Background: an optimization exercise with open tools, aiming at small area and a short achievable clock period. Do not read the settings as production practice. At most, simulation tests tie the RTL to the original design; equivalence was not proved. Function not checked in run 1: the RTL went through the layout flow alone. No activity file was given, so power comes from the tool's default toggle rates.

**flow/config.mk**
```make
export PLATFORM = sky130hd
export DESIGN_NAME = sata_link
export DESIGN_NICKNAME = sata_link
export VERILOG_FILES = /design/flow/design.v
export SDC_FILE = /design/flow/constraint.sdc
export NUM_CORES = 4
export LEC_CHECK = 0
export CAP_MARGIN = 20
export CORE_MARGIN = 2
export CORE_UTILIZATION = 55
export CTS_CLUSTER_DIAMETER = 100
export CTS_CLUSTER_SIZE = 25
export PLACE_DENSITY = 0.65
export SETUP_SLACK_MARGIN = 3.4
export SLEW_MARGIN = 20
export TNS_END_PERCENT = 10
```
**flow/standard.sh**
```bash
#!/bin/bash
# synth_recipe.tcl (not shown) runs the flow's synth.tcl, then flattens the netlist and writes it again
# the make line also repeats each setting of config.mk as NAME=value (left out here)
make -C /OpenROAD-flow-scripts/flow DESIGN_CONFIG=/design/flow/config.mk WORK_HOME=/design/flow/orfs CLKGATE_MAP_FILE= SYNTH_SCRIPT=/design/flow/synth_recipe.tcl "${@:-finish}"
```
**flow/constraint.sdc**
```tcl
create_clock -name core_clock -period 6.5 [get_ports {phyclk}]
set_input_delay 1.3000 -clock core_clock [delete_from_list [all_inputs] [get_ports {phyclk}]]
set_output_delay 1.3000 -clock core_clock [all_outputs]
set_load 0.01 [all_outputs]
```
**flow/design.v**
```verilog
localparam [31:0]
  P_ALIGN              = 32'h7B4A_4ABC,
  P_CONT               = 32'h9999_AA7C,
  P_DMAT               = 32'h3636_B57C,
  P_EOF                = 32'hD5D5_B57C,
  P_HOLD               = 32'hD5D5_AA7C,
  P_HOLDA              = 32'h9595_AA7C,
  P_PMNAK              = 32'hF5F5_957C,
  P_PMREQ_P            = 32'h1717_B57C,
  P_PMREQ_S            = 32'h7575_957C,
  P_R_ERR              = 32'h5656_B57C,
  P_R_IP               = 32'h5555_B57C,
  P_R_OK               = 32'h3535_B57C,
  P_R_RDY              = 32'h4A4A_957C,
  P_SOF                = 32'h3737_B57C,
  P_SYNC               = 32'hB5B5_957C,
  P_WTRM               = 32'h5858_B57C,
  P_X_RDY              = 32'h5757_B57C;
localparam [3:0]
  C_R_OK  = 4'h1,
  C_R_ERR = 4'h2,
  C_SYNC  = 4'h3,
  C_GOOD  = 4'h4,
  C_BAD   = 4'h5,
  C_SRCV  = 4'h6;
localparam [3:0]
  K_OTHER   = 4'd0,
  K_X_RDY   = 4'd1,
  K_PMREQ_P = 4'd2,
  K_PMREQ_S = 4'd3,
  K_SYNC    = 4'd4,
  K_R_RDY   = 4'd5,
  K_HOLD    = 4'd6,
  K_R_OK    = 4'd7,
  K_R_ERR   = 4'd8,
  K_SOF     = 4'd9,
  K_HOLDA   = 4'd10,
  K_EOF     = 4'd11,
  K_WTRM    = 4'd12;
module crc_next (
   input  [31:0] crc,
   input  [31:0] data_in,
   output [31:0] new_bit
   );
   wire [31:0] crc_bit = data_in ^ crc;
   assign new_bit[31] = crc_bit[31] ^ crc_bit[30] ^ crc_bit[29] ^
			crc_bit[28] ^ crc_bit[27] ^ crc_bit[25] ^
			crc_bit[24] ^ crc_bit[23] ^ crc_bit[15] ^
			crc_bit[11] ^ crc_bit[9]  ^ crc_bit[8]  ^ crc_bit[5];
   assign new_bit[30] = crc_bit[30] ^ crc_bit[29] ^ crc_bit[28] ^
			crc_bit[27] ^ crc_bit[26] ^ crc_bit[24] ^
			crc_bit[23] ^ crc_bit[22] ^ crc_bit[14] ^
			crc_bit[10] ^ crc_bit[8]  ^ crc_bit[7]  ^ crc_bit[4];
   assign new_bit[29] = crc_bit[31] ^ crc_bit[29] ^ crc_bit[28] ^
			crc_bit[27] ^ crc_bit[26] ^ crc_bit[25] ^
			crc_bit[23] ^ crc_bit[22] ^ crc_bit[21] ^
			crc_bit[13] ^ crc_bit[9]  ^ crc_bit[7]  ^
			crc_bit[6]  ^ crc_bit[3];
   assign new_bit[28] = crc_bit[30] ^ crc_bit[28] ^ crc_bit[27] ^
			crc_bit[26] ^ crc_bit[25] ^ crc_bit[24] ^
			crc_bit[22] ^ crc_bit[21] ^ crc_bit[20] ^
			crc_bit[12] ^ crc_bit[8]  ^ crc_bit[6]  ^
			crc_bit[5]  ^ crc_bit[2];
   assign new_bit[27] = crc_bit[29] ^ crc_bit[27] ^ crc_bit[26] ^
			crc_bit[25] ^ crc_bit[24] ^ crc_bit[23] ^
			crc_bit[21] ^ crc_bit[20] ^ crc_bit[19] ^
			crc_bit[11] ^ crc_bit[7]  ^ crc_bit[5]  ^
			crc_bit[4]  ^ crc_bit[1];
   assign new_bit[26] = crc_bit[31] ^ crc_bit[28] ^ crc_bit[26] ^
			crc_bit[25] ^ crc_bit[24] ^ crc_bit[23] ^
			crc_bit[22] ^ crc_bit[20] ^ crc_bit[19] ^
			crc_bit[18] ^ crc_bit[10] ^ crc_bit[6]  ^
			crc_bit[4]  ^ crc_bit[3]  ^ crc_bit[0];
   assign new_bit[25] = crc_bit[31] ^ crc_bit[29] ^ crc_bit[28] ^
			crc_bit[22] ^ crc_bit[21] ^ crc_bit[19] ^
			crc_bit[18] ^ crc_bit[17] ^ crc_bit[15] ^
			crc_bit[11] ^ crc_bit[8]  ^ crc_bit[3]  ^ crc_bit[2];
   assign new_bit[24] = crc_bit[30] ^ crc_bit[28] ^ crc_bit[27] ^
			crc_bit[21] ^ crc_bit[20] ^ crc_bit[18] ^
			crc_bit[17] ^ crc_bit[16] ^ crc_bit[14] ^
			crc_bit[10] ^ crc_bit[7]  ^ crc_bit[2]  ^ crc_bit[1];
   assign new_bit[23] = crc_bit[31] ^ crc_bit[29] ^ crc_bit[27] ^
			crc_bit[26] ^ crc_bit[20] ^ crc_bit[19] ^
			crc_bit[17] ^ crc_bit[16] ^ crc_bit[15] ^
			crc_bit[13] ^ crc_bit[9]  ^ crc_bit[6]  ^
			crc_bit[1]  ^ crc_bit[0];
   assign new_bit[22] = crc_bit[31] ^ crc_bit[29] ^ crc_bit[27] ^
			crc_bit[26] ^ crc_bit[24] ^ crc_bit[23] ^
			crc_bit[19] ^ crc_bit[18] ^ crc_bit[16] ^
			crc_bit[14] ^ crc_bit[12] ^ crc_bit[11] ^
			crc_bit[9]  ^ crc_bit[0];
   assign new_bit[21] = crc_bit[31] ^ crc_bit[29] ^ crc_bit[27] ^
			crc_bit[26] ^ crc_bit[24] ^ crc_bit[22] ^
			crc_bit[18] ^ crc_bit[17] ^ crc_bit[13] ^
			crc_bit[10] ^ crc_bit[9]  ^ crc_bit[5];
   assign new_bit[20] = crc_bit[30] ^ crc_bit[28] ^ crc_bit[26] ^
			crc_bit[25] ^ crc_bit[23] ^ crc_bit[21] ^
			crc_bit[17] ^ crc_bit[16] ^ crc_bit[12] ^
			crc_bit[9]  ^ crc_bit[8]  ^ crc_bit[4];
   assign new_bit[19] = crc_bit[29] ^ crc_bit[27] ^ crc_bit[25] ^
			crc_bit[24] ^ crc_bit[22] ^ crc_bit[20] ^
			crc_bit[16] ^ crc_bit[15] ^ crc_bit[11] ^
			crc_bit[8]  ^ crc_bit[7]  ^ crc_bit[3];
   assign new_bit[18] = crc_bit[31] ^ crc_bit[28] ^ crc_bit[26] ^
			crc_bit[24] ^ crc_bit[23] ^ crc_bit[21] ^
			crc_bit[19] ^ crc_bit[15] ^ crc_bit[14] ^
			crc_bit[10] ^ crc_bit[7]  ^ crc_bit[6]  ^ crc_bit[2];
   assign new_bit[17] = crc_bit[31] ^ crc_bit[30] ^ crc_bit[27] ^
			crc_bit[25] ^ crc_bit[23] ^ crc_bit[22] ^
			crc_bit[20] ^ crc_bit[18] ^ crc_bit[14] ^
			crc_bit[13] ^ crc_bit[9]  ^ crc_bit[6]  ^
			crc_bit[5]  ^ crc_bit[1];
   assign new_bit[16] = crc_bit[30] ^ crc_bit[29] ^ crc_bit[26] ^
			crc_bit[24] ^ crc_bit[22] ^ crc_bit[21] ^
			crc_bit[19] ^ crc_bit[17] ^ crc_bit[13] ^
			crc_bit[12] ^ crc_bit[8]  ^ crc_bit[5]  ^
			crc_bit[4]  ^ crc_bit[0];
   assign new_bit[15] = crc_bit[30] ^ crc_bit[27] ^ crc_bit[24] ^
			crc_bit[21] ^ crc_bit[20] ^ crc_bit[18] ^
			crc_bit[16] ^ crc_bit[15] ^ crc_bit[12] ^
			crc_bit[9]  ^ crc_bit[8]  ^ crc_bit[7]  ^
			crc_bit[5]  ^ crc_bit[4]  ^ crc_bit[3];
   assign new_bit[14] = crc_bit[29] ^ crc_bit[26] ^ crc_bit[23] ^
			crc_bit[20] ^ crc_bit[19] ^ crc_bit[17] ^
			crc_bit[15] ^ crc_bit[14] ^ crc_bit[11] ^
			crc_bit[8]  ^ crc_bit[7]  ^ crc_bit[6]  ^
			crc_bit[4]  ^ crc_bit[3]  ^ crc_bit[2];
   assign new_bit[13] = crc_bit[31] ^ crc_bit[28] ^ crc_bit[25] ^
			crc_bit[22] ^ crc_bit[19] ^ crc_bit[18] ^
			crc_bit[16] ^ crc_bit[14] ^ crc_bit[13] ^
			crc_bit[10] ^ crc_bit[7]  ^ crc_bit[6]  ^
			crc_bit[5]  ^ crc_bit[3]  ^ crc_bit[2]  ^ crc_bit[1];
   assign new_bit[12] = crc_bit[31] ^ crc_bit[30] ^ crc_bit[27] ^
			crc_bit[24] ^ crc_bit[21] ^ crc_bit[18] ^
			crc_bit[17] ^ crc_bit[15] ^ crc_bit[13] ^
			crc_bit[12] ^ crc_bit[9]  ^ crc_bit[6]  ^
			crc_bit[5]  ^ crc_bit[4]  ^ crc_bit[2]  ^
			crc_bit[1]  ^ crc_bit[0];
   assign new_bit[11] = crc_bit[31] ^ crc_bit[28] ^ crc_bit[27] ^
			crc_bit[26] ^ crc_bit[25] ^ crc_bit[24] ^
			crc_bit[20] ^ crc_bit[17] ^ crc_bit[16] ^
			crc_bit[15] ^ crc_bit[14] ^ crc_bit[12] ^
			crc_bit[9]  ^ crc_bit[4]  ^ crc_bit[3]  ^
			crc_bit[1]  ^ crc_bit[0];
   assign new_bit[10] = crc_bit[31] ^ crc_bit[29] ^ crc_bit[28] ^
			crc_bit[26] ^ crc_bit[19] ^ crc_bit[16] ^
			crc_bit[14] ^ crc_bit[13] ^ crc_bit[9] ^
			crc_bit[5]  ^ crc_bit[3]  ^ crc_bit[2] ^ crc_bit[0];
   assign new_bit[9] = crc_bit[29] ^ crc_bit[24] ^ crc_bit[23] ^
		       crc_bit[18] ^ crc_bit[13] ^ crc_bit[12] ^
		       crc_bit[11] ^ crc_bit[9]  ^ crc_bit[5]  ^
		       crc_bit[4]  ^ crc_bit[2]  ^ crc_bit[1];
   assign new_bit[8] = crc_bit[31] ^ crc_bit[28] ^ crc_bit[23] ^
		       crc_bit[22] ^ crc_bit[17] ^ crc_bit[12] ^
		       crc_bit[11] ^ crc_bit[10] ^ crc_bit[8]  ^
		       crc_bit[4]  ^ crc_bit[3]  ^ crc_bit[1]  ^ crc_bit[0];
   assign new_bit[7] = crc_bit[29] ^ crc_bit[28] ^ crc_bit[25] ^
		       crc_bit[24] ^ crc_bit[23] ^ crc_bit[22] ^
		       crc_bit[21] ^ crc_bit[16] ^ crc_bit[15] ^
		       crc_bit[10] ^ crc_bit[8]  ^ crc_bit[7]  ^
		       crc_bit[5]  ^ crc_bit[3]  ^ crc_bit[2]  ^ crc_bit[0];
   assign new_bit[6] = crc_bit[30] ^ crc_bit[29] ^ crc_bit[25] ^
		       crc_bit[22] ^ crc_bit[21] ^ crc_bit[20] ^
		       crc_bit[14] ^ crc_bit[11] ^ crc_bit[8]  ^
		       crc_bit[7]  ^ crc_bit[6]  ^ crc_bit[5]  ^
		       crc_bit[4]  ^ crc_bit[2]  ^ crc_bit[1];
   assign new_bit[5] = crc_bit[29] ^ crc_bit[28] ^ crc_bit[24] ^
		       crc_bit[21] ^ crc_bit[20] ^ crc_bit[19] ^
		       crc_bit[13] ^ crc_bit[10] ^ crc_bit[7]  ^
		       crc_bit[6]  ^ crc_bit[5]  ^ crc_bit[4]  ^
		       crc_bit[3]  ^ crc_bit[1]  ^ crc_bit[0];
   assign new_bit[4] = crc_bit[31] ^ crc_bit[30] ^ crc_bit[29] ^
		       crc_bit[25] ^ crc_bit[24] ^ crc_bit[20] ^
		       crc_bit[19] ^ crc_bit[18] ^ crc_bit[15] ^
		       crc_bit[12] ^ crc_bit[11] ^ crc_bit[8]  ^
		       crc_bit[6]  ^ crc_bit[4]  ^ crc_bit[3]  ^
		       crc_bit[2]  ^ crc_bit[0];
   assign new_bit[3] = crc_bit[31] ^ crc_bit[27] ^ crc_bit[25] ^
		       crc_bit[19] ^ crc_bit[18] ^ crc_bit[17] ^
		       crc_bit[15] ^ crc_bit[14] ^ crc_bit[10] ^
		       crc_bit[9]  ^ crc_bit[8]  ^ crc_bit[7]  ^
		       crc_bit[3]  ^ crc_bit[2]  ^ crc_bit[1];
   assign new_bit[2] = crc_bit[31] ^ crc_bit[30] ^ crc_bit[26] ^
		       crc_bit[24] ^ crc_bit[18] ^ crc_bit[17] ^
		       crc_bit[16] ^ crc_bit[14] ^ crc_bit[13] ^
		       crc_bit[9]  ^ crc_bit[8]  ^ crc_bit[7]  ^
		       crc_bit[6]  ^ crc_bit[2]  ^ crc_bit[1]  ^ crc_bit[0];
   assign new_bit[1] = crc_bit[28] ^ crc_bit[27] ^ crc_bit[24] ^
		       crc_bit[17] ^ crc_bit[16] ^ crc_bit[13] ^
		       crc_bit[12] ^ crc_bit[11] ^ crc_bit[9]  ^
		       crc_bit[7]  ^ crc_bit[6]  ^ crc_bit[1]  ^ crc_bit[0];
   assign new_bit[0] = crc_bit[31] ^ crc_bit[30] ^ crc_bit[29] ^
		       crc_bit[28] ^ crc_bit[26] ^ crc_bit[25] ^
		       crc_bit[24] ^ crc_bit[16] ^ crc_bit[12] ^
		       crc_bit[10] ^ crc_bit[9]  ^ crc_bit[6]  ^ crc_bit[0];
endmodule
module scrambler_next (
   input  [15:0] now,
   output [31:0] next
   );
   assign        next[31] = now[12] ^ now[10] ^ now[7] ^ now[3] ^ now[1] ^ now[0];
   assign        next[30] = now[15] ^ now[14] ^ now[12] ^ now[11] ^ now[9] ^ now[6]    ^  now[3]  ^ now[2]  ^ now[0];
   assign        next[29] = now[15] ^ now[13] ^ now[12] ^ now[11] ^ now[10] ^ now[8]   ^  now[5]  ^ now[3]  ^ now[2]  ^ now[1];
   assign        next[28] = now[14] ^ now[12] ^ now[11] ^ now[10] ^ now[9] ^ now[7]    ^  now[4]  ^ now[2]  ^ now[1]  ^ now[0];
   assign        next[27] = now[15] ^ now[14] ^ now[13] ^ now[12] ^ now[11] ^ now[10]  ^  now[9]  ^ now[8]  ^ now[6]  ^ now[1] ^ now[0];
   assign        next[26] = now[15] ^ now[13] ^ now[11] ^ now[10] ^ now[9] ^ now[8]    ^  now[7]  ^ now[5]  ^ now[3]  ^ now[0];
   assign        next[25] = now[15] ^ now[10] ^ now[9] ^ now[8] ^ now[7] ^ now[6]      ^  now[4]  ^ now[3]  ^ now[2];
   assign        next[24] = now[14] ^ now[9] ^ now[8] ^ now[7] ^ now[6] ^ now[5]       ^  now[3]  ^ now[2]  ^ now[1];
   assign        next[23] = now[13] ^ now[8] ^ now[7] ^ now[6] ^ now[5] ^ now[4]       ^  now[2]  ^ now[1]  ^ now[0];
   assign        next[22] = now[15] ^ now[14] ^ now[7] ^ now[6] ^ now[5] ^ now[4]      ^  now[1]  ^ now[0];
   assign        next[21] = now[15] ^ now[13] ^ now[12] ^ now[6] ^ now[5] ^ now[4]     ^  now[0];
   assign        next[20] = now[15] ^ now[11] ^ now[5] ^ now[4];
   assign        next[19] = now[14] ^ now[10] ^ now[4] ^ now[3];
   assign        next[18] = now[13] ^ now[9] ^ now[3] ^ now[2];
   assign        next[17] = now[12] ^ now[8] ^ now[2] ^ now[1];
   assign        next[16] = now[11] ^ now[7] ^ now[1] ^ now[0];
   assign        next[15] = now[15] ^ now[14] ^ now[12] ^ now[10] ^ now[6] ^ now[3]    ^ now[0];
   assign        next[14] = now[15] ^ now[13] ^ now[12] ^ now[11] ^ now[9] ^ now[5]    ^ now[3]   ^ now[2];
   assign        next[13] = now[14] ^ now[12] ^ now[11] ^ now[10] ^ now[8] ^ now[4]    ^ now[2]   ^ now[1];
   assign        next[12] = now[13] ^ now[11] ^ now[10] ^ now[9] ^ now[7] ^ now[3]     ^ now[1]   ^ now[0];
   assign        next[11] = now[15] ^ now[14] ^ now[10] ^ now[9] ^ now[8] ^ now[6]     ^ now[3]   ^ now[2]  ^ now[0];
   assign        next[10] = now[15] ^ now[13] ^ now[12] ^ now[9] ^ now[8] ^ now[7]     ^ now[5]   ^ now[3]  ^ now[2]  ^ now[1];
   assign        next[9] = now[14] ^ now[12] ^ now[11] ^ now[8] ^ now[7] ^ now[6]      ^ now[4]   ^ now[2]  ^ now[1]  ^ now[0];
   assign        next[8] = now[15] ^ now[14] ^ now[13] ^ now[12] ^ now[11] ^ now[10]   ^ now[7]   ^ now[6]  ^ now[5]  ^ now[1] ^ now[0];
   assign        next[7] = now[15] ^ now[13] ^ now[11] ^ now[10] ^ now[9] ^ now[6]     ^ now[5]   ^ now[4]  ^ now[3]  ^ now[0];
   assign        next[6] = now[15] ^ now[10] ^ now[9] ^ now[8] ^ now[5] ^ now[4]       ^ now[2];
   assign        next[5] = now[14] ^ now[9] ^ now[8] ^ now[7] ^ now[4] ^ now[3]        ^ now[1];
   assign        next[4] = now[13] ^ now[8] ^ now[7] ^ now[6] ^ now[3] ^ now[2]        ^ now[0];
   assign        next[3] = now[15] ^ now[14] ^ now[7] ^ now[6] ^ now[5] ^ now[3]       ^ now[2]   ^ now[1];
   assign        next[2] = now[14] ^ now[13] ^ now[6] ^ now[5] ^ now[4] ^ now[2]       ^ now[1]   ^ now[0];
   assign        next[1] = now[15] ^ now[14] ^ now[13] ^ now[5] ^ now[4] ^ now[1]      ^ now[0];
   assign        next[0] = now[15] ^ now[13] ^ now[4] ^ now[0];
endmodule
module sata_link(
   trn_rsof_n, trn_reof_n, trn_rd, trn_rsrc_rdy_n,
   trn_tdst_rdy_n, trn_tdst_dsc_n, trn_csof_n, trn_ceof_n, trn_cd,
   trn_csrc_rdy_n, trn_csrc_dsc_n, txdata, txdatak,
   phyclk, host_rst, trn_rdst_rdy_n, trn_rdst_dsc_n, trn_tsof_n,
   trn_teof_n, trn_td, trn_tsrc_rdy_n, trn_tsrc_dsc_n, trn_cdst_rdy_n,
   trn_cdst_dsc_n, txdatak_pop, rxdata, rxdatak, linkup
   );
localparam [31:0]
  P_ALIGN              = 32'h7B4A_4ABC,
  P_CONT               = 32'h9999_AA7C,
  P_DMAT               = 32'h3636_B57C,
  P_EOF                = 32'hD5D5_B57C,
  P_HOLD               = 32'hD5D5_AA7C,
  P_HOLDA              = 32'h9595_AA7C,
  P_PMNAK              = 32'hF5F5_957C,
  P_PMREQ_P            = 32'h1717_B57C,
  P_PMREQ_S            = 32'h7575_957C,
  P_R_ERR              = 32'h5656_B57C,
  P_R_IP               = 32'h5555_B57C,
  P_R_OK               = 32'h3535_B57C,
  P_R_RDY              = 32'h4A4A_957C,
  P_SOF                = 32'h3737_B57C,
  P_SYNC               = 32'hB5B5_957C,
  P_WTRM               = 32'h5858_B57C,
  P_X_RDY              = 32'h5757_B57C;
localparam [3:0]
  C_R_OK  = 4'h1,
  C_R_ERR = 4'h2,
  C_SYNC  = 4'h3,
  C_GOOD  = 4'h4,
  C_BAD   = 4'h5,
  C_SRCV  = 4'h6;
localparam [3:0]
  K_OTHER   = 4'd0,
  K_X_RDY   = 4'd1,
  K_PMREQ_P = 4'd2,
  K_PMREQ_S = 4'd3,
  K_SYNC    = 4'd4,
  K_R_RDY   = 4'd5,
  K_HOLD    = 4'd6,
  K_R_OK    = 4'd7,
  K_R_ERR   = 4'd8,
  K_SOF     = 4'd9,
  K_HOLDA   = 4'd10,
  K_EOF     = 4'd11,
  K_WTRM    = 4'd12;
   input         phyclk;
   input         host_rst;
   output        trn_rsof_n;
   output        trn_reof_n;
   output [31:0] trn_rd;
   output        trn_rsrc_rdy_n;
   input         trn_rdst_rdy_n;
   input         trn_rdst_dsc_n;
   input         trn_tsof_n;
   input         trn_teof_n;
   input [31:0]  trn_td;
   input         trn_tsrc_rdy_n;
   output        trn_tdst_rdy_n;
   input         trn_tsrc_dsc_n;
   output        trn_tdst_dsc_n;
   output        trn_csof_n;
   output        trn_ceof_n;
   output [31:0] trn_cd;
   output        trn_csrc_rdy_n;
   input         trn_cdst_rdy_n;
   output        trn_csrc_dsc_n;
   input         trn_cdst_dsc_n;
   output [31:0] txdata;
   output        txdatak;
   input         txdatak_pop;
   input [31:0]  rxdata;
   input         rxdatak;
   input         linkup;
   localparam integer NS = 28;
   localparam [NS-1:0] ONE = 1;
   localparam integer
     S_IDLE               = 0,
     S_H_SENDCHKRDY       = 1,
     S_L_SENDSOF          = 2,
     S_L_SENDDATA         = 3,
     S_L_RCVRHOLD         = 4,
     S_L_SENDHOLD         = 5,
     S_L_SENDCRC          = 6,
     S_L_SENDEOF          = 7,
     S_L_WAIT             = 8,
     S_L_SYNCESCAPE       = 9,
     S_L_RCVWAITFIFO      = 10,
     S_L_RCVCHKRDY        = 11,
     S_L_RCVDATA          = 12,
     S_L_HOLD             = 13,
     S_L_RCVHOLD          = 14,
     S_L_RCVEOF           = 15,
     S_L_GOODCRC          = 16,
     S_L_GOODEND          = 17,
     S_L_BADEND           = 18,
     S_PM_DENY            = 19,
     S_L_SEND_RCV         = 20,
     S_L_SEND_SYNC        = 21,
     S_L_SEND_RERR        = 22,
     S_L_SEND_ROK         = 23,
     S_L_RCV_SYNC         = 24,
     S_L_RCV_GOOD         = 25,
     S_L_RCV_BAD          = 26,
     S_L_RCV_ABORT        = 27;
   reg        cs_kvalid;
   reg        cs_kchar;
   reg [31:0] cs_char;
   reg        cs_cont_mask;
   reg k_xrdy, k_pmreq, k_sync, k_rrdy, k_hold, k_rok, k_rerr, k_sof,
       k_holda, k_eof, k_wtrm;
   always @(posedge phyclk)
     begin
        if (host_rst)
          begin
             cs_cont_mask <= 1'b0;
             cs_kchar     <= 1'b0;
             cs_kvalid    <= 1'b0;
             k_xrdy  <= 1'b0; k_pmreq <= 1'b0; k_sync  <= 1'b0; k_rrdy  <= 1'b0;
             k_hold  <= 1'b0; k_rok   <= 1'b0; k_rerr  <= 1'b0; k_sof   <= 1'b0;
             k_holda <= 1'b0; k_eof   <= 1'b0; k_wtrm  <= 1'b0;
          end
        else if (rxdatak && rxdata == P_CONT)
          begin
             cs_cont_mask <= 1'b1;
             cs_kvalid    <= 1'b1;
          end
        else if (rxdatak && rxdata == P_ALIGN)
          begin
             cs_kvalid    <= 1'b0;
          end
        else if (rxdatak || ~cs_cont_mask)
          begin
             cs_cont_mask <= 1'b0;
             cs_kvalid    <= 1'b1;
             cs_kchar     <= rxdatak;
             cs_char      <= rxdata;
             k_xrdy  <= rxdatak && rxdata == P_X_RDY;
             k_pmreq <= rxdatak && (rxdata == P_PMREQ_P || rxdata == P_PMREQ_S);
             k_sync  <= rxdatak && rxdata == P_SYNC;
             k_rrdy  <= rxdatak && rxdata == P_R_RDY;
             k_hold  <= rxdatak && rxdata == P_HOLD;
             k_rok   <= rxdatak && rxdata == P_R_OK;
             k_rerr  <= rxdatak && rxdata == P_R_ERR;
             k_sof   <= rxdatak && rxdata == P_SOF;
             k_holda <= rxdatak && rxdata == P_HOLDA;
             k_eof   <= rxdatak && rxdata == P_EOF;
             k_wtrm  <= rxdatak && rxdata == P_WTRM;
          end
     end
   wire k = cs_kchar;
   reg [33:0] tmem [0:15];      
   reg [3:0]  tcnt;
   reg        t_empty;          
   reg        t_low;            
   reg        t_full;           
   reg        rd_sof, rd_eof;   
   reg [NS-1:0] st, ns;
   wire rdy_low = t_low;
   wire trn_rd_rdy1 = rdy_low && rd_eof;
   wire trn_rd_rdy2 = ~rdy_low && ~rd_eof;
   wire trn_rd_rdy  = trn_rd_rdy1 || trn_rd_rdy2;
   always @(*)
     begin
        ns = {NS{1'b0}};
        if (st[S_IDLE])
          begin
             if (rd_sof && ~t_empty) ns[S_H_SENDCHKRDY] = 1'b1;
             else if (k_xrdy) ns[S_L_RCVWAITFIFO] = 1'b1;
             else if (k_pmreq) ns[S_PM_DENY] = 1'b1;
             else ns[S_IDLE] = 1'b1;
          end
        if (st[S_L_SYNCESCAPE])
          begin
             if (k_sync || k_xrdy) ns[S_IDLE] = 1'b1;
             else ns[S_L_SYNCESCAPE] = 1'b1;
          end
        if (st[S_PM_DENY])
          begin
             if (k) ns[S_IDLE] = 1'b1;
             else ns[S_PM_DENY] = 1'b1;
          end
        if (st[S_H_SENDCHKRDY])
          begin
             if (k_rrdy && ~t_empty && rd_sof) ns[S_L_SENDSOF] = 1'b1;
             else if (k_xrdy) ns[S_L_SEND_RCV] = 1'b1;
             else ns[S_H_SENDCHKRDY] = 1'b1;
          end
        if (st[S_L_SEND_RCV])
          begin
             if (~trn_cdst_rdy_n) ns[S_L_RCVWAITFIFO] = 1'b1;
             else ns[S_L_SEND_RCV] = 1'b1;
          end
        if (st[S_L_SENDSOF])
          begin
             if (k_sync) ns[S_L_SEND_SYNC] = 1'b1;
             else if (~t_empty && rd_sof && txdatak_pop) ns[S_L_SENDDATA] = 1'b1;
             else ns[S_L_SENDSOF] = 1'b1;
          end
        if (st[S_L_SENDDATA])
          begin
             if (trn_rd_rdy2 && k_hold) ns[S_L_RCVRHOLD] = 1'b1;
             else if (rdy_low && ~rd_eof && k && ~k_sync) ns[S_L_SENDHOLD] = 1'b1;
             else if (~t_empty && rd_eof && k && ~k_sync) ns[S_L_SENDCRC] = 1'b1;
             else if (k_sync) ns[S_L_SEND_SYNC] = 1'b1;
             else if (~trn_tsrc_dsc_n) ns[S_L_SYNCESCAPE] = 1'b1;
             else ns[S_L_SENDDATA] = 1'b1;
          end
        if (st[S_L_RCVRHOLD])
          begin
             if (trn_rd_rdy && k && ~k_hold && ~k_sync) ns[S_L_SENDDATA] = 1'b1;
             else if (~t_empty && k_hold) ns[S_L_RCVRHOLD] = 1'b1;
             else if (~t_empty && k_sync) ns[S_L_SEND_SYNC] = 1'b1;
             else if (~trn_tsrc_dsc_n) ns[S_L_SYNCESCAPE] = 1'b1;
             else if (k_sync) ns[S_L_SEND_SYNC] = 1'b1;
             else ns[S_L_RCVRHOLD] = 1'b1;
          end
        if (st[S_L_SEND_SYNC])
          begin
             if (~trn_cdst_rdy_n) ns[S_IDLE] = 1'b1;
             else ns[S_L_SEND_SYNC] = 1'b1;
          end
        if (st[S_L_SENDHOLD])
          begin
             if (trn_rd_rdy && k && ~k_hold && ~k_sync && txdatak_pop) ns[S_L_SENDDATA] = 1'b1;
             else if (~t_empty && k_hold) ns[S_L_RCVRHOLD] = 1'b1;
             else if (k_sync) ns[S_L_SEND_SYNC] = 1'b1;
             else if (~trn_tsrc_dsc_n) ns[S_L_SYNCESCAPE] = 1'b1;
             else ns[S_L_SENDHOLD] = 1'b1;
          end
        if (st[S_L_SENDCRC])
          begin
             if (k && ~k_sync && txdatak_pop) ns[S_L_SENDEOF] = 1'b1;
             else if (k_sync) ns[S_L_SEND_SYNC] = 1'b1;
             else ns[S_L_SENDCRC] = 1'b1;
          end
        if (st[S_L_SENDEOF])
          begin
             if (k && ~k_sync && txdatak_pop) ns[S_L_WAIT] = 1'b1;
             else if (k_sync) ns[S_L_SEND_SYNC] = 1'b1;
             else ns[S_L_SENDEOF] = 1'b1;
          end
        if (st[S_L_WAIT])
          begin
             if (k_rok) ns[S_L_SEND_ROK] = 1'b1;
             else if (k_rerr) ns[S_L_SEND_RERR] = 1'b1;
             else if (k_sync) ns[S_L_SEND_SYNC] = 1'b1;
             else ns[S_L_WAIT] = 1'b1;
          end
        if (st[S_L_SEND_RERR])
          begin
             if (~trn_cdst_rdy_n) ns[S_IDLE] = 1'b1;
             else ns[S_L_SEND_RERR] = 1'b1;
          end
        if (st[S_L_SEND_ROK])
          begin
             if (~trn_cdst_rdy_n) ns[S_IDLE] = 1'b1;
             else ns[S_L_SEND_ROK] = 1'b1;
          end
        if (st[S_L_RCVWAITFIFO])
          begin
             if (k_xrdy && ~trn_rdst_rdy_n) ns[S_L_RCVCHKRDY] = 1'b1;
             else if (k && ~k_xrdy) ns[S_IDLE] = 1'b1;
             else ns[S_L_RCVWAITFIFO] = 1'b1;
          end
        if (st[S_L_RCVCHKRDY])
          begin
             if (k_xrdy) ns[S_L_RCVCHKRDY] = 1'b1;
             else if (k_sof) ns[S_L_RCVDATA] = 1'b1;
             else if (k) ns[S_IDLE] = 1'b1;
             else ns[S_L_RCVCHKRDY] = 1'b1;
          end
        if (st[S_L_RCVDATA])
          begin
             if (k_holda) ns[S_L_RCVDATA] = 1'b1;
             else if (k_eof) ns[S_L_RCVEOF] = 1'b1;
             else if (trn_rdst_rdy_n) ns[S_L_HOLD] = 1'b1;
             else if (k_hold) ns[S_L_RCVHOLD] = 1'b1;
             else if (k_wtrm) ns[S_L_BADEND] = 1'b1;
             else if (k_sync) ns[S_L_RCV_SYNC] = 1'b1;
             else if (~trn_rdst_dsc_n) ns[S_L_RCV_ABORT] = 1'b1;
             else ns[S_L_RCVDATA] = 1'b1;
          end
        if (st[S_L_HOLD])
          begin
             if (~trn_rdst_rdy_n && k_hold) ns[S_L_RCVHOLD] = 1'b1;
             else if (k_eof) ns[S_L_RCVEOF] = 1'b1;
             else if (k_sync) ns[S_L_RCV_SYNC] = 1'b1;
             else if (~trn_rdst_dsc_n) ns[S_L_RCV_ABORT] = 1'b1;
             else if (~trn_rdst_rdy_n) ns[S_L_RCVDATA] = 1'b1;
             else ns[S_L_HOLD] = 1'b1;
          end
        if (st[S_L_RCVHOLD])
          begin
             if (k_hold) ns[S_L_RCVHOLD] = 1'b1;
             else if (k_eof) ns[S_L_RCVEOF] = 1'b1;
             else if (k_sync) ns[S_L_RCV_SYNC] = 1'b1;
             else if (~trn_rdst_dsc_n) ns[S_IDLE] = 1'b1;
             else ns[S_L_RCVDATA] = 1'b1;
          end
        if (st[S_L_RCVEOF])
          begin
             if (cs2link_crc_rdy && cs2link_crc_ok) ns[S_L_GOODCRC] = 1'b1;
             else if (cs2link_crc_rdy) ns[S_L_BADEND] = 1'b1;
             else ns[S_L_RCVEOF] = 1'b1;
          end
        if (st[S_L_GOODCRC])
          begin
             if (k_sync) ns[S_L_RCV_SYNC] = 1'b1;
             else ns[S_L_RCV_GOOD] = 1'b1;
          end
        if (st[S_L_RCV_GOOD])
          begin
             if (k_sync) ns[S_L_RCV_SYNC] = 1'b1;
             else if (~trn_cdst_rdy_n && trn_cdst_dsc_n) ns[S_L_GOODEND] = 1'b1;
             else if (~trn_cdst_rdy_n && ~trn_cdst_dsc_n) ns[S_L_RCV_ABORT] = 1'b1;
             else ns[S_L_RCV_GOOD] = 1'b1;
          end
        if (st[S_L_GOODEND])
          begin
             if (k_sync) ns[S_IDLE] = 1'b1;
             else ns[S_L_GOODEND] = 1'b1;
          end
        if (st[S_L_BADEND])
          begin
             if (k_sync) ns[S_L_RCV_BAD] = 1'b1;
             else ns[S_L_BADEND] = 1'b1;
          end
        if (st[S_L_RCV_ABORT])
          begin
             if (trn_cdst_dsc_n) ns[S_IDLE] = 1'b1;
             else ns[S_L_RCV_ABORT] = 1'b1;
          end
        if (st[S_L_RCV_SYNC])
          begin
             if (~trn_cdst_rdy_n) ns[S_IDLE] = 1'b1;
             else ns[S_L_RCV_SYNC] = 1'b1;
          end
        if (st[S_L_RCV_BAD])
          begin
             if (~trn_cdst_rdy_n) ns[S_IDLE] = 1'b1;
             else ns[S_L_RCV_BAD] = 1'b1;
          end
     end
   always @(posedge phyclk)
     if (host_rst || ~linkup)
       st <= ONE << S_IDLE;
     else
       st <= ns;
   wire st_stat = st[S_L_SEND_RCV] | st[S_L_SEND_SYNC] | st[S_L_SEND_ROK] |
                  st[S_L_SEND_RERR] | st[S_L_RCV_SYNC] | st[S_L_RCV_GOOD] |
                  st[S_L_RCV_BAD];
   reg        c_n;              
   reg [2:0]  cd;
   reg        trn_tfifo_rst;
   reg        tdst_dsc_n;
   always @(posedge phyclk)
     begin
        c_n           <= ~st_stat;
        trn_tfifo_rst <= st_stat | ~linkup;
        cd[0] <= st[S_L_SEND_ROK] | st[S_L_SEND_SYNC] | st[S_L_RCV_SYNC] | st[S_L_RCV_BAD];
        cd[1] <= st[S_L_SEND_RERR] | st[S_L_SEND_SYNC] | st[S_L_RCV_SYNC] | st[S_L_SEND_RCV];
        cd[2] <= st[S_L_RCV_GOOD] | st[S_L_RCV_BAD] | st[S_L_SEND_RCV];
        tdst_dsc_n <= ~(st[S_L_RCVWAITFIFO] | st[S_L_RCVCHKRDY] | st[S_L_RCVDATA] |
                        st[S_L_HOLD]        | st[S_L_RCVHOLD]   | st[S_L_RCVEOF]  |
                        st[S_L_GOODCRC]     | st[S_L_GOODEND]   | st[S_L_BADEND]  |
                        st[S_L_RCV_ABORT]   | st[S_L_RCV_SYNC]  | st[S_L_RCV_GOOD] |
                        st[S_L_RCV_BAD]);
     end
   assign trn_csrc_rdy_n = c_n;
   assign trn_csof_n     = c_n;
   assign trn_ceof_n     = c_n;
   assign trn_csrc_dsc_n = 1'b1;
   assign trn_cd         = {29'h0, cd};
   assign trn_tdst_dsc_n = tdst_dsc_n;
   wire ns_k = ~(ns[S_L_SENDDATA] | ns[S_L_SENDCRC]);
   reg [31:0] ns_char;
   always @(*)
     ns_char = ({32{ns[S_PM_DENY]}}      & P_PMNAK) |
               ({32{ns[S_H_SENDCHKRDY]}} & P_X_RDY) |
               ({32{ns[S_L_SENDSOF]}}    & P_SOF)   |
               ({32{ns[S_L_SENDEOF]}}    & P_EOF)   |
               ({32{ns[S_L_RCVRHOLD] | ns[S_L_RCVHOLD]}} & P_HOLDA) |
               ({32{ns[S_L_SENDHOLD] | ns[S_L_HOLD]}}    & P_HOLD)  |
               ({32{ns[S_L_WAIT]}}       & P_WTRM)  |
               ({32{ns[S_L_RCVCHKRDY]}}  & P_R_RDY) |
               ({32{ns[S_L_RCVDATA] | ns[S_L_RCVEOF] | ns[S_L_GOODCRC] | ns[S_L_RCV_GOOD]}} & P_R_IP) |
               ({32{ns[S_L_GOODEND]}}    & P_R_OK)  |
               ({32{ns[S_L_BADEND]}}     & P_R_ERR) |
               ({32{ns[S_IDLE] | ns[S_L_SYNCESCAPE] | ns[S_L_RCVWAITFIFO] |
                    ns[S_L_SEND_RCV] | ns[S_L_SEND_SYNC] | ns[S_L_SEND_RERR] |
                    ns[S_L_SEND_ROK] | ns[S_L_RCV_SYNC] | ns[S_L_RCV_BAD] |
                    ns[S_L_RCV_ABORT]}} & P_SYNC);
   wire ns_sof = ns[S_L_SENDSOF];
   wire ns_eof = ns[S_L_SENDEOF];
   reg  lk;                      
   reg  lk_sof, lk_eof;          
   reg  tx_sync;
   always @(posedge phyclk)
     begin
        lk      <= ns_k;
        lk_sof  <= ns_sof;
        lk_eof  <= ns_eof;
        tx_sync <= ns[S_L_SEND_SYNC] & ~st[S_L_SEND_SYNC];
     end
   wire cs_sof   = st[S_L_RCVCHKRDY] && k_sof;
   wire rcv_st   = st[S_L_RCVDATA] | st[S_L_HOLD] | st[S_L_RCVHOLD];
   wire cs_eof   = rcv_st && k_eof;
   wire cs_datav = rcv_st && ~k;
   reg  [15:0] rscr;
   wire [31:0] rscr_out;
   scrambler_next rx_scr (.now(rscr), .next(rscr_out));
   always @(posedge phyclk)
     if (cs_sof)
       rscr <= 16'hF0F6;
     else if (cs_datav && cs_kvalid)
       rscr <= rscr_out[31:16];
   reg [31:0] r_wr_di;
   reg        r_wr_sof, r_wr_eof, r_wr_en;
   always @(posedge phyclk)
     begin
        if (cs_sof)
          begin
             r_wr_en  <= 1'b1;
             r_wr_sof <= 1'b1;
             r_wr_eof <= 1'b0;
             r_wr_di  <= 32'h0;
          end
        else if (cs_datav && cs_kvalid)
          begin
             r_wr_en  <= 1'b1;
             r_wr_sof <= 1'b0;
             r_wr_eof <= 1'b0;
             r_wr_di  <= rscr_out ^ cs_char;
          end
        else if (cs_eof)
          begin
             r_wr_en  <= 1'b1;
             r_wr_sof <= 1'b0;
             r_wr_eof <= 1'b1;
          end
        else
          r_wr_en <= 1'b0;
     end
   reg [33:0] rmem [0:15];      
   reg [3:0]  rcnt;
   wire r_empty = rcnt == 4'hf;
   wire r_afull = rcnt == 4'hc || rcnt == 4'hd;
   wire r_full  = rcnt == 4'he;
   wire r_rd_en = r_afull | (r_wr_eof && ~r_empty);
   wire [33:0] r_dout = rmem[rcnt];
   always @(posedge phyclk)
     if (r_wr_en)
       begin : rshift
          integer i;
          for (i = 15; i > 0; i = i - 1)
            rmem[i] <= rmem[i-1];
          rmem[0] <= {r_wr_sof, r_wr_eof, r_wr_di};
       end
   always @(posedge phyclk)
     if (host_rst)
       rcnt <= 4'hf;
     else if (r_wr_en && ~r_rd_en && ~r_full)
       rcnt <= rcnt + 1'b1;
     else if (~r_wr_en && r_rd_en && ~r_empty)
       rcnt <= rcnt - 1'b1;
   reg        rd_sof1, rd_sof2, rd_sof3;
   reg [31:0] rd_do1, rd_do2;
   reg        rd_rdy1, rd_rdy2, rd_rdy3;
   reg [31:0] trn_rd_q;
   reg        rsrc_rdy_n, rsof_n, reof_n;
   reg        eof_sent;
   wire       r_rd_eof = r_dout[32];
   wire       rdy_case = rd_rdy3 && ~eof_sent;
   always @(posedge phyclk)
     begin
        rd_sof1 <= r_dout[33];
        rd_do1  <= r_dout[31:0];
        rd_rdy1 <= r_rd_en;
        rd_sof2 <= rd_sof1;
        rd_do2  <= rd_do1;
        rd_rdy2 <= rd_rdy1;
        rd_sof3 <= rd_sof2;
        rd_rdy3 <= rd_rdy2;
        if (cs_sof)
          eof_sent <= 1'b0;
        else if (rdy_case && r_rd_eof)
          eof_sent <= 1'b1;
        trn_rd_q   <= rd_do2;
        rsrc_rdy_n <= ~rdy_case;
        rsof_n     <= ~(rdy_case && rd_sof3);
        reof_n     <= ~(rdy_case && r_rd_eof);
     end
   assign trn_rd         = trn_rd_q;
   assign trn_rsrc_rdy_n = rsrc_rdy_n;
   assign trn_rsof_n     = rsof_n;
   assign trn_reof_n     = reof_n;
   reg  [31:0] rcrc;
   wire [31:0] rcrc_next;
   crc_next rx_crc (.crc(rcrc), .data_in(r_wr_di), .new_bit(rcrc_next));
   always @(posedge phyclk)
     if (cs_sof)
       rcrc <= 32'h52325032;
     else if (r_wr_en && ~r_wr_sof && ~r_wr_eof)
       rcrc <= rcrc_next;
   reg cs2link_crc_ok, cs2link_crc_rdy;
   always @(posedge phyclk)
     if (cs_eof)
       begin
          cs2link_crc_ok  <= rcrc == r_wr_di;
          cs2link_crc_rdy <= 1'b1;
       end
     else if (cs_sof)
       begin
          cs2link_crc_ok  <= 1'b0;
          cs2link_crc_rdy <= 1'b0;
       end
   reg  afull_q;                        
   assign trn_tdst_rdy_n = trn_tsrc_rdy_n | afull_q;
   wire trn_xfer = ~trn_tsrc_rdy_n & ~afull_q;
   reg         txcs_rst;
   wire        tx_rst = txcs_rst || tx_sync;
   reg  [15:0] tscr;
   wire [31:0] tscr_out;
   scrambler_next tx_scr (.now(tscr), .next(tscr_out));
   always @(posedge phyclk)
     if (tx_rst)
       tscr <= 16'hF0F6;
     else if (trn_xfer)
       tscr <= tscr_out[31:16];
   reg  [31:0] tcrc;
   wire [31:0] tcrc_next;
   crc_next tx_crc (.crc(tcrc), .data_in(trn_td), .new_bit(tcrc_next));
   always @(posedge phyclk)
     if (tx_rst)
       tcrc <= 32'h52325032;
     else if (trn_xfer)
       tcrc <= tcrc_next;
   reg eof_reg, eof_reg_d;
   always @(posedge phyclk)
     begin
        eof_reg   <= trn_xfer && ~trn_teof_n;
        eof_reg_d <= eof_reg;
     end
   reg [31:0] wr_di;
   reg        wr_sof, wr_eof, wr_en;
   reg [31:0] wr_di_n;
   wire [31:0] wr_src = trn_xfer ? trn_td : tcrc;
   reg        wr_sof_n, wr_eof_n, wr_en_n, txcs_rst_n;
   always @(*)
     begin
        wr_di_n    = wr_di;
        wr_sof_n   = wr_sof;
        wr_eof_n   = wr_eof;
        wr_en_n    = 1'b0;
        txcs_rst_n = 1'b0;
        if (host_rst)
          txcs_rst_n = 1'b1;
        else if (trn_xfer)
          begin
             wr_en_n  = 1'b1;
             wr_di_n  = tscr_out ^ wr_src;
             wr_sof_n = ~trn_tsof_n;
             wr_eof_n = ~trn_teof_n;
          end
        else if (eof_reg_d)
          begin
             wr_en_n    = 1'b1;
             wr_di_n    = tscr_out ^ wr_src;
             txcs_rst_n = 1'b1;
          end
     end
   always @(posedge phyclk)
     begin
        wr_di    <= wr_di_n;
        wr_sof   <= wr_sof_n;
        wr_eof   <= wr_eof_n;
        wr_en    <= wr_en_n;
        txcs_rst <= txcs_rst_n;
     end
   reg [7:0] align_cnt;
   reg       as_q;               
   reg       c12_q;              
   reg       lk_d1, lk_d2;
   reg       prim_insert;
   reg       char_d_eof;         
   reg       trn_eof_reg;
   reg       rd_en;              
   wire di      = c12_q & ~lk_d2;             
   wire align_rst = host_rst | ~linkup;
   wire [7:0] align_cnt_n = align_rst ? 8'd1 : align_cnt + 8'd1;
   wire as_n  = align_cnt_n == 8'd0 || align_cnt_n == 8'hff;
   wire c12_n = align_cnt_n == 8'd1 || align_cnt_n == 8'd2;
   wire di_n  = c12_n & ~lk_d1;
   reg pi_n, cde_n;
   always @(*)
     begin
        pi_n  = prim_insert;
        cde_n = char_d_eof;
        if ((as_q | di) && (lk_sof | lk_eof))
          begin
             cde_n = lk_eof;
             pi_n  = 1'b1;
          end
        else if (~as_q && di && prim_insert)
          pi_n = 1'b1;
        else if (~as_q | host_rst)
          pi_n = 1'b0;
     end
   wire eofr_n = (rd_eof && rd_en) ? 1'b1 : rd_sof ? 1'b0 : trn_eof_reg;
   wire t_rst = host_rst | trn_tfifo_rst;
   wire t_inc = wr_en & ~rd_en & ~t_full;
   wire t_dec = ~wr_en & rd_en & ~t_empty;
   wire [3:0] tcnt_a = t_inc ? tcnt + 4'd1 : t_dec ? tcnt - 4'd1 : tcnt;
   wire [3:0] tcnt_n = t_rst ? 4'hf : tcnt_a;
   reg  [3:0]  tcnt_m1;         
   wire hdec = wr_en ? (rd_en | t_full) : (rd_en & ~t_empty);
   wire hwr  = wr_en & (rd_en ? tcnt == 4'h0 : t_empty);
   wire [3:0]  hidx = hdec ? tcnt_m1 : tcnt;
   wire [33:0] head_a = hwr ? {wr_eof, wr_sof, wr_di} : tmem[hidx];
   wire [33:0] head_r = wr_en ? tmem[14] : tmem[15];
   wire [33:0] head_n = t_rst ? head_r : head_a;
   wire rd_en_n = (~ns_k & ~as_n & ~pi_n) | di_n;
   always @(posedge phyclk)
     if (wr_en)
       begin : tshift
          integer i;
          for (i = 15; i > 0; i = i - 1)
            tmem[i] <= tmem[i-1];
          tmem[0] <= {wr_eof, wr_sof, wr_di};
       end
   always @(posedge phyclk)
     begin
        tcnt    <= tcnt_n;
        rd_en   <= rd_en_n;
        tcnt_m1 <= tcnt_n - 4'd1;
        t_empty <= tcnt_n == 4'hf;
        t_low   <= tcnt_n == 4'hf || tcnt_n == 4'h0 || tcnt_n == 4'h1;
        t_full  <= tcnt_n == 4'he;
        afull_q <= tcnt_n == 4'hc || tcnt_n == 4'hd || tcnt_n == 4'he;
        rd_sof  <= head_n[32];
        rd_eof  <= head_n[33];
     end
   wire [31:0] dat_n = eofr_n ? wr_di_n : head_n[31:0];
   reg  [31:0] txdata_n;
   reg         txdatak_n;
   always @(*)
     begin
        txdatak_n = (ns_k | as_n | pi_n) && ~di_n;
        if (as_n)
          txdata_n = P_ALIGN;
        else if (pi_n && ~di_n)
          txdata_n = cde_n ? P_EOF : P_SOF;
        else if (di_n || ~ns_k)
          txdata_n = dat_n;
        else
          txdata_n = ns_char;
     end
   reg [31:0] txdata_q;
   reg        txdatak_q;
   always @(posedge phyclk)
     begin
        align_cnt   <= align_cnt_n;
        as_q        <= as_n;
        c12_q       <= c12_n;
        lk_d1       <= lk;
        lk_d2       <= lk_d1;
        prim_insert <= pi_n;
        char_d_eof  <= cde_n;
        trn_eof_reg <= eofr_n;
        txdata_q    <= txdata_n;
        txdatak_q   <= txdatak_n;
     end
   assign txdata  = txdata_q;
   assign txdatak = txdatak_q;
endmodule
```
**flow/flow/run.sh**
```bash
#!/bin/bash
# Layout flow: the standard ORFS flow (standard.sh, unchanged synthesis,
# floorplan, power grid, placement, CTS and routing) with two extra ORFS
# settings:
#  - port buffers are sky130_fd_sc_hd__buf_2 instead of the delay cell
#    buffer_ports picks by default (BUFFER_PORTS_ARGS);
#  - the resizer may change a cell's footprint (MATCH_CELL_FOOTPRINT=0), so
#    port buffers and gates on critical paths can be sized freely.
# The full output of the run goes to standard.log in the work folder.
set -euo pipefail
bash standard.sh \
  "BUFFER_PORTS_ARGS=-buffer_cell sky130_fd_sc_hd__buf_2" \
  MATCH_CELL_FOOTPRINT=0 \
  finish > standard.log 2>&1
```
==> flow_metrics.py, run 1 <==
metrics = {
    "synth": {
        "seq_area_frac_synth_pct": 65.38,
        "synth-xor-area-share_pct": 11.25,
        "syn_area_per_cell_um2": 13.36,
        "yosys.area.top_type": "edfxtp_1",
        "synth_fa_ha_area_share_pct": 0.3371,
        "syn_inst": 4723,
        "synthFlopType": "edfxtp_1",
        "yosysUniqueCellTypes": 105,
        "netlist.area_leader.share_pct": 51.83,
        "synth_top_family_by_area": "compound AO/OA/AOI/OAI gates",
        "synthSimpleGateAreaFrac_pct": 7.310,
        "syn_area_um2": 63090,
        "yosys.cell_count.top_type": "edfxtp_1",
        "ys_seq_elements": 1516,
        "muxShareOfSynthArea_pct": 1.382,
        "synth_common_cells": "1,089 x edfxtp_1, 633 x xnor2_1, 427 x dfxtp_1, 284 x nand2_1, 255 x nor2_1",
        "synth_warnings": 3,
        "synthTopCellsByArea": "edfxtp_1 52%, dfxtp_1 14%, xnor2_1 8.8%, a22oi_1 2.8%, xor2_1 2.3%",
        "synth-async-reset-ratio_pct": 0,
        "synth_edf_count": 1089,
        "synth-compound-area-share_pct": 11.96,
    },
    "timing": {
        "fin_crit_sh_pct": 50.38,
        "fin_tns_setup_ps": 0,
        "setup_viol": 0,
        "whs_ps": 329.1,
        "fin_ws_ps": 3225,
        "clock_skew_ps": 23.83,
        "fin_crit_ps": 3275,
        "tightest_slew_ps": 1130,
        "grt_setup_unrepaired": "yes",
        "slew-limit-headroom_pct": 24.14,
        "finalHoldViolations": 0,
        "fmax_ghz": 0.3053,
        "drv_slew": 0,
    },
    "grt": {
        "grt_usage_pct": 30.76,
        "grt_pass1_vias": 39370,
        "overflow": 0,
        "grtUsageMet1_pct": 41.88,
        "use_met2_pct": 48.19,
        "grt-busiest-layer": "met2",
        "antenna_found_initial": 1,
        "met3_usage_pct": 4.283,
        "grt_pass1_wl_um": 265800,
        "grt_max_degree": 196,
    },
    "clock_network": {
        "cts_buffers": 73,
        "cts_tree": "built",
        "clkTransAtPathRegs_ps": 100,
        "clockBufferDepth": 3,
        "ctsHoldBuffers": 0,
        "ctsHtreeMaxLevel": 3,
        "cts_sinks": 1516,
        "clk_root_buffer_cell": "clkbuf_16",
        "clock_latency_ps": 690,
    },
    "min_path": {
        "holdPathEnd": "rd_do2[12]",
        "min_path_type": "register to register",
        "hold_path_depth": 0,
        "worstHoldStart": "rd_do1[12]",
    },
    "cells_and_area": {
        "largest_registers": "rmem (544), tmem (544)",
        "fillCellCount": 9007,
        "final_core_util_pct": 60.70,
        "final_nets": 4961,
        "syn_to_final_growth_pct": 9.708,
        "drive_above_1_share_pct": 12.94,
    },
    "status": {
        "status": "timing/DRC/antenna clean",
    },
    "die": {
        "row_count": 124,
        "ios": 183,
        "die-area_um2": 117400,
        "start_util_pct": 55.32,
        "die_x_um": 342.7,
        "die_h_um": 342.7,
        "core_area_um2": 114000,
    },
    "critical_path": {
        "reg2reg_slack_ps": 3280,
        "reg2regPathDepth": 11,
        "end_kind": "output port",
        "r2r_end": "txdata_q[22]",
        "cp-start-kind": "primary input",
        "cp.required_ps": 5200,
        "cp_max_fo": 3,
        "worstSetupPathType": "primary input to output port",
        "arrival_ps": 1980,
        "r2r_start": "rd_en",
    },
    "power": {
        "ir_drop_mv": 0.5044,
        "power.density_nw_per_um2": 352.8,
        "power.leakage_nw": 23.73,
    },
    "route": {
        "num_vias": 41510,
        "postRouteAntennaNets": 0,
        "viasPerCell": 6.446,
        "drc": 0,
        "routed_wl_um": 185400,
        "first_pass_iters": 8,
        "avgRoutedWirePerCell_um": 28.80,
        "drt_iter0_drc": 5703,
    },
    "run": {
        "maxCapViolations": 0,
    },
    "place": {
        "dp.final_hpwl_um": 120100,
        "gp_congestion": 0.9470,
        "port-buffer-count": 152,
        "preCtsSetupSlack_ps": 1847,
    },
}
## how the worst max path moves through the flow
| stage | from | endpoint | slack [ps] | cells after the start |
|---|---|---|---|---|
| final | trn_tsrc_rdy_n | trn_tdst_rdy_n | 3220 | 6 |
| after global routing | trn_tsrc_rdy_n | trn_tdst_rdy_n | 3210 | 6 |
| after CTS | trn_tsrc_rdy_n | trn_tdst_rdy_n | 3220 | 6 |
| after detailed placement | host_rst | txdata_q[23] | 1850 | 10 |
| after global placement | host_rst | txdata_q[23] | 1970 | 10 |
| after floorplan | wr_en | txdata_q[28] | 320 | 12 |
## where the power goes
part	internal, mW	switching [mW]
clock	2.19	3.11
combinational	3.31	4.22
sequential	11.0	0.628
## per-layer routing
layer	part of all wire, %	vias up
met5	0	-
met4	6.5	0
met3	8.6	514
met2	46	2460
met1	39	20600
li1	-	17930
## stage by stage
stage / cell area (µm²) / std cells / power [mW]
after floorplan: 63590 / 4751 / 17.11
after global placement: 65610 / 6222 / 19.03
after detailed placement: 65610 / 6222 / 19.03
after CTS: 68590 / 6407 / 24.36
after global routing: 69210 / 6436 / 25.37
final: 69210 / 6439 / 24.42
## kinds of logic after synthesis
| logic type | after synthesis |
|---|---|
| AOI/OAI and AO/OA | 1028 |
| xor gates and xnor gates | 804 |
| adders and majority gates | 17 |
| buffers and inverters | 332 |
| DFF | 1516 |
| muxes | 81 |
| other | 2 |
| and+or+nand+nor | 943 |
## layout by cell type (no fill, tap or decap), types with 13 or more instances in the layout
cell	Yosys	routed
clkbuf_1	184	45
a21oi_1	151	151
o21ai_0	109	98
clkbuf_16	0	77
inv_1	37	35
a31oi_1	24	23
a211oi_1	72	65
nor2_1	255	243
nor2_4	0	14
nor4_1	17	13
edfxtp_1	1089	1089
nand3_1	107	104
o211ai_1	40	40
a32oi_1	26	26
mux2_2	47	37
nand4_1	45	45
or3_1	20	15
and3_1	32	28
xnor2_1	633	630
buf_4	43	133
a221oi_1	60	57
conb_1	2	30
nand2_1	284	280
and2_2	0	13
a22o_1	67	67
ha_1	17	13
mux2i_1	32	31
a222oi_1	42	42
dfxtp_1	427	419
buf_12	0	13
buf_2	45	149
xor2_1	167	167
nor3_1	56	41
buf_6	4	27
a22oi_1	238	238
o21ai_1	22	25
## layout make-up
class                           instances  area, µm²  share of cell area (%)
Clock buffer                          118       1996                   2.883
Sequential cell                      1516      41270                   59.63
Multi-Input combinational cell       2907      21250                   30.70
Inverter                               39      152.6                  0.2205
Timing Repair Buffer                  330       2467                   3.565
Clock inverter                         14      175.2                  0.2531
Antenna cell                            3      7.507                 0.01085
Tap cell                             1512       1892                   2.733
## worst max-delay path: stages
cell and delay, ps:
buf_6 90, nor2_4 100, buf_12 120, clkinvlp_4 90, buf_12 150, buf_6 110
## timing repair
action | CTS | global route
setup endpoints to repair | 42 | 72
gates resized for setup | 72 | 76
gates cloned | 5 | 3
buffers inserted | 48 | 26
pin swaps | 22 | 15
==> inputs of run 2 (changes only) <==
--- a/flow/design.v
+++ b/flow/design.v
@@ -779,7 +779,6 @@
    reg [31:0] wr_di;
    reg        wr_sof, wr_eof, wr_en;
    reg [31:0] wr_di_n;
-   wire [31:0] wr_src = trn_xfer ? trn_td : tcrc;
    reg        wr_sof_n, wr_eof_n, wr_en_n, txcs_rst_n;
    always @(*)
      begin
@@ -793,14 +792,14 @@
         else if (trn_xfer)
           begin
              wr_en_n  = 1'b1;
-             wr_di_n  = tscr_out ^ wr_src;
+             wr_di_n  = tscr_out ^ trn_td;
              wr_sof_n = ~trn_tsof_n;
              wr_eof_n = ~trn_teof_n;
           end
         else if (eof_reg_d)
           begin
              wr_en_n    = 1'b1;
-             wr_di_n    = tscr_out ^ wr_src;
+             wr_di_n    = tscr_out ^ tcrc;
              txcs_rst_n = 1'b1;
           end
      end
--- a/flow/config.mk
+++ b/flow/config.mk
@@ -7,10 +7,10 @@
 export LEC_CHECK = 0
 export CAP_MARGIN = 20
 export CORE_MARGIN = 2
-export CORE_UTILIZATION = 55
+export CORE_UTILIZATION = 45
 export CTS_CLUSTER_DIAMETER = 100
 export CTS_CLUSTER_SIZE = 25
-export PLACE_DENSITY = 0.65
+export PLACE_DENSITY = 0.6
 export SETUP_SLACK_MARGIN = 3.4
 export SLEW_MARGIN = 20
 export TNS_END_PERCENT = 10
==> flow_metrics.py, run 2 <==
metrics = {
    "critical_path": {
        "cp-start-kind": "primary input",
        "critPathBufInv": 2,
        "cp.required_ps": 7110,
        "arrival_ps": 3820,
        "crit_family": "simple AND/OR/NAND/NOR gates",
        "path_cells": "buf_2, nor2_4, buf_4, o21ai_2, a21oi_1, nand3_1, or4_1, a22oi_1, o21ai_1",
        "end_kind": "register",
        "cpPeakStageDelay_ps": 550,
        "cp_max_fo": 21,
        "worstSetupPathType": "primary input to register",
        "cpMaxStageDelayCell": "nor2_4",
    },
    "die": {
        "core_area_um2": 139000,
        "die_h_um": 377.6,
        "start_util_pct": 45.17,
        "die-area_um2": 142500,
        "row_count": 137,
        "die_x_um": 377.6,
        "ios": 183,
    },
    "timing": {
        "fmax_ghz": 0.3119,
        "fin_tns_setup_ps": 0,
        "whs_ps": 325.3,
        "finalHoldViolations": 0,
        "tightest_slew_ps": 1152,
        "grt_setup_unrepaired": "yes",
        "slew-limit-headroom_pct": 22.67,
        "fin_ws_ps": 3294,
        "clock_skew_ps": 64.13,
        "setup_viol": 0,
        "drv_slew": 0,
        "fin_crit_ps": 3206,
        "fin_crit_sh_pct": 49.32,
    },
    "route": {
        "avgRoutedWirePerCell_um": 28.21,
        "postRouteAntennaNets": 0,
        "first_pass_iters": 9,
        "num_vias": 41160,
        "drt_iter0_drc": 5866,
        "viasPerCell": 6.079,
        "routed_wl_um": 191000,
        "drc": 0,
    },
    "clock_network": {
        "clkTransAtPathRegs_ps": 110,
        "ctsHtreeMaxLevel": 3,
        "cts_tree": "built",
        "clk_root_buffer_cell": "clkbuf_16",
        "cts_sinks": 1516,
        "cts_buffers": 73,
        "clockBufferDepth": 3,
        "clock_latency_ps": 750,
    },
    "synth": {
        "synthTopCellsByArea": "edfxtp_1 52%, dfxtp_1 14%, xnor2_1 8.9%, a22oi_1 3.4%, xor2_1 2.5%",
        "syn_area_per_cell_um2": 13.39,
        "synth_warnings": 3,
        "netlist.area_leader.share_pct": 52.08,
        "syn_inst": 4691,
        "yosys.cell_count.top_type": "edfxtp_1",
        "yosysUniqueCellTypes": 96,
        "seq_area_frac_synth_pct": 65.69,
        "yosys.area.top_type": "edfxtp_1",
        "synth_common_cells": "1,089 x edfxtp_1, 641 x xnor2_1, 427 x dfxtp_1, 283 x a22oi_1, 273 x nand2_1",
        "synthFlopType": "edfxtp_1",
        "ys_seq_elements": 1516,
        "synth-async-reset-ratio_pct": 0,
        "synth_edf_count": 1089,
        "syn_area_um2": 62800,
    },
    "power": {
        "p_sw_mw": 9.464,
        "intPower_mw": 17.38,
        "pwr-share-clk_pct": 20.4,
        "swShare_pct": 35.26,
        "comb_power_share_pct": 36.0,
        "p_seq_share_pct": 43.6,
        "power.leakage_nw": 23.06,
        "total_power_mw": 26.84,
        "power.density_nw_per_um2": 386.5,
        "ir_drop_mv": 0.5273,
    },
    "grt": {
        "grt_max_degree": 199,
        "grt_pass1_vias": 39050,
        "antenna_found_initial": 9,
        "grt_pass1_wl_um": 274500,
        "grt_usage_pct": 26.15,
        "overflow": 0,
    },
    "cells_and_area": {
        "final_core_util_pct": 49.95,
        "final_nets": 4926,
        "syn_to_final_growth_pct": 10.59,
        "largest_registers": "rmem (544), tmem (544)",
        "final_cell_mix": "1,089 x edfxtp_1, 636 x xnor2_1, 416 x dfxtp_1",
        "drive_above_1_share_pct": 12.94,
        "instances_no_fill": 6771,
        "design_area_um2": 69440,
        "fillCellCount": 12030,
        "mostFrequentLayoutCell": "edfxtp_1",
    },
    "place": {
        "gp_congestion": 0.9655,
        "preCtsSetupSlack_ps": 1893,
        "numPlacedInstances": 6568,
        "placed_area_um2": 65800,
        "dp.final_hpwl_um": 126600,
        "port-buffer-count": 152,
    },
    "run": {
        "maxCapViolations": 0,
    },
    "status": {
        "status": "timing/DRC/antenna clean",
    },
    "min_path": {
        "min_path_type": "register to register",
    },
}
## run 2: worst paths after layout
kind / from / end / slack (ps) / cells after the start
hold reg to reg: rd_do1[6] / rd_do2[6] / 330 / 0
hold / removal: rd_do1[6] / rd_do2[6] / 330 / 0
setup / recovery: host_rst / txdata_q[29] / 3290 / 9
setup reg to reg: t_empty / txdata_q[11] / 3330 / 12
## run 2: cells by family after synthesis
family | synth area share, %
AND/OR/NAND/NOR | 7.195
other | 0.01196
adder cells (fa/ha/maj) | 0.3387
buffers and inverters | 2.309
multiplexers | 1.130
XOR/XNOR | 11.66
AO/OA/AOI/OAI | 11.66
flip-flops | 65.69
## run 2: power by group through the flow
stage / registers, mW / clock network [mW] / logic (mW)
5_1_grt: 11.7 / 5.91 / 10.2
4_1_cts: 11.7 / 5.59 / 9.56
2_1_floorplan: 11.5 / 0 / 6.97
6_report: 11.7 / 5.46 / 9.67
3_3_place_gp: 11.9 / 0 / 9.41
3_5_place_dp: 11.9 / 0 / 9.39
## run 2: routing by layer
metal	track usage, %	routed length [µm]	vias to the layer above
met3	4.393	17420	420
met4	10.36	8087	8
met5	0	40	-
li1	-	-	17790
met1	36.97	78870	20650
met2	40.20	86610	2289
## run 2: area by class of cell
type | count | area [µm²] | area share [%]
inverter | 46 | 185.2 | 0.2667
clock inverter | 11 | 209.0 | 0.3009
tap | 1876 | 2347 | 3.380
sequential | 1516 | 41280 | 59.44
multi-input combinational | 2883 | 20990 | 30.23
timing repair buffer | 312 | 2333 | 3.360
clock buffer | 124 | 2092 | 3.013
antenna | 3 | 7.507 | 0.01081
## run 2: repair_timing
| item | 4_1_cts | 5_1_grt |
|---|---|---|
| gates resized for setup | 116 | 59 |
| setup endpoints to repair | 161 | 78 |
| hold buffers | 0 | 0 |
| pin swaps | 22 | 18 |
| buffers inserted | 41 | 14 |
| cloned | 9 | 1 |

[afterwards: timing with drivers on the ports]
In the flow no input, the clock included, has a driving cell. The finished layouts below were timed again as built, in two steps.
Step 1 (the two cells are an assumption about what drives the block):
set clk [get_ports {phyclk}]
set_driving_cell -lib_cell sky130_fd_sc_hd__clkbuf_16 $clk
set_driving_cell -lib_cell sky130_fd_sc_hd__buf_2 [delete_from_list [all_inputs] $clk]
Step 2 times the ports against the registers' clock, not the clock port: input delays grow and output delays shrink by t, the midpoint of the rising clock arrivals with the driver on.
Three values: ideal ports, drivers, drivers and shift; two values: the first two.
run	shift t [ns]	setup WS [ns]	worst setup path at the end	clock arrival spread, ns	worst register clock-pin slew, ns
run 1	0.760	3.225 / 3.192 / 2.670	input to register	0.030 / 0.029	0.11 / 0.11
run 2	0.789	3.294 / 3.253 / 2.537	input to register	0.064 / 0.064	0.11 / 0.11
After both steps setup and hold are still met in every run listed. The setup slack of run 2, which loses most, moves by -0.041 ns with the drivers and by -0.757 ns with both steps.
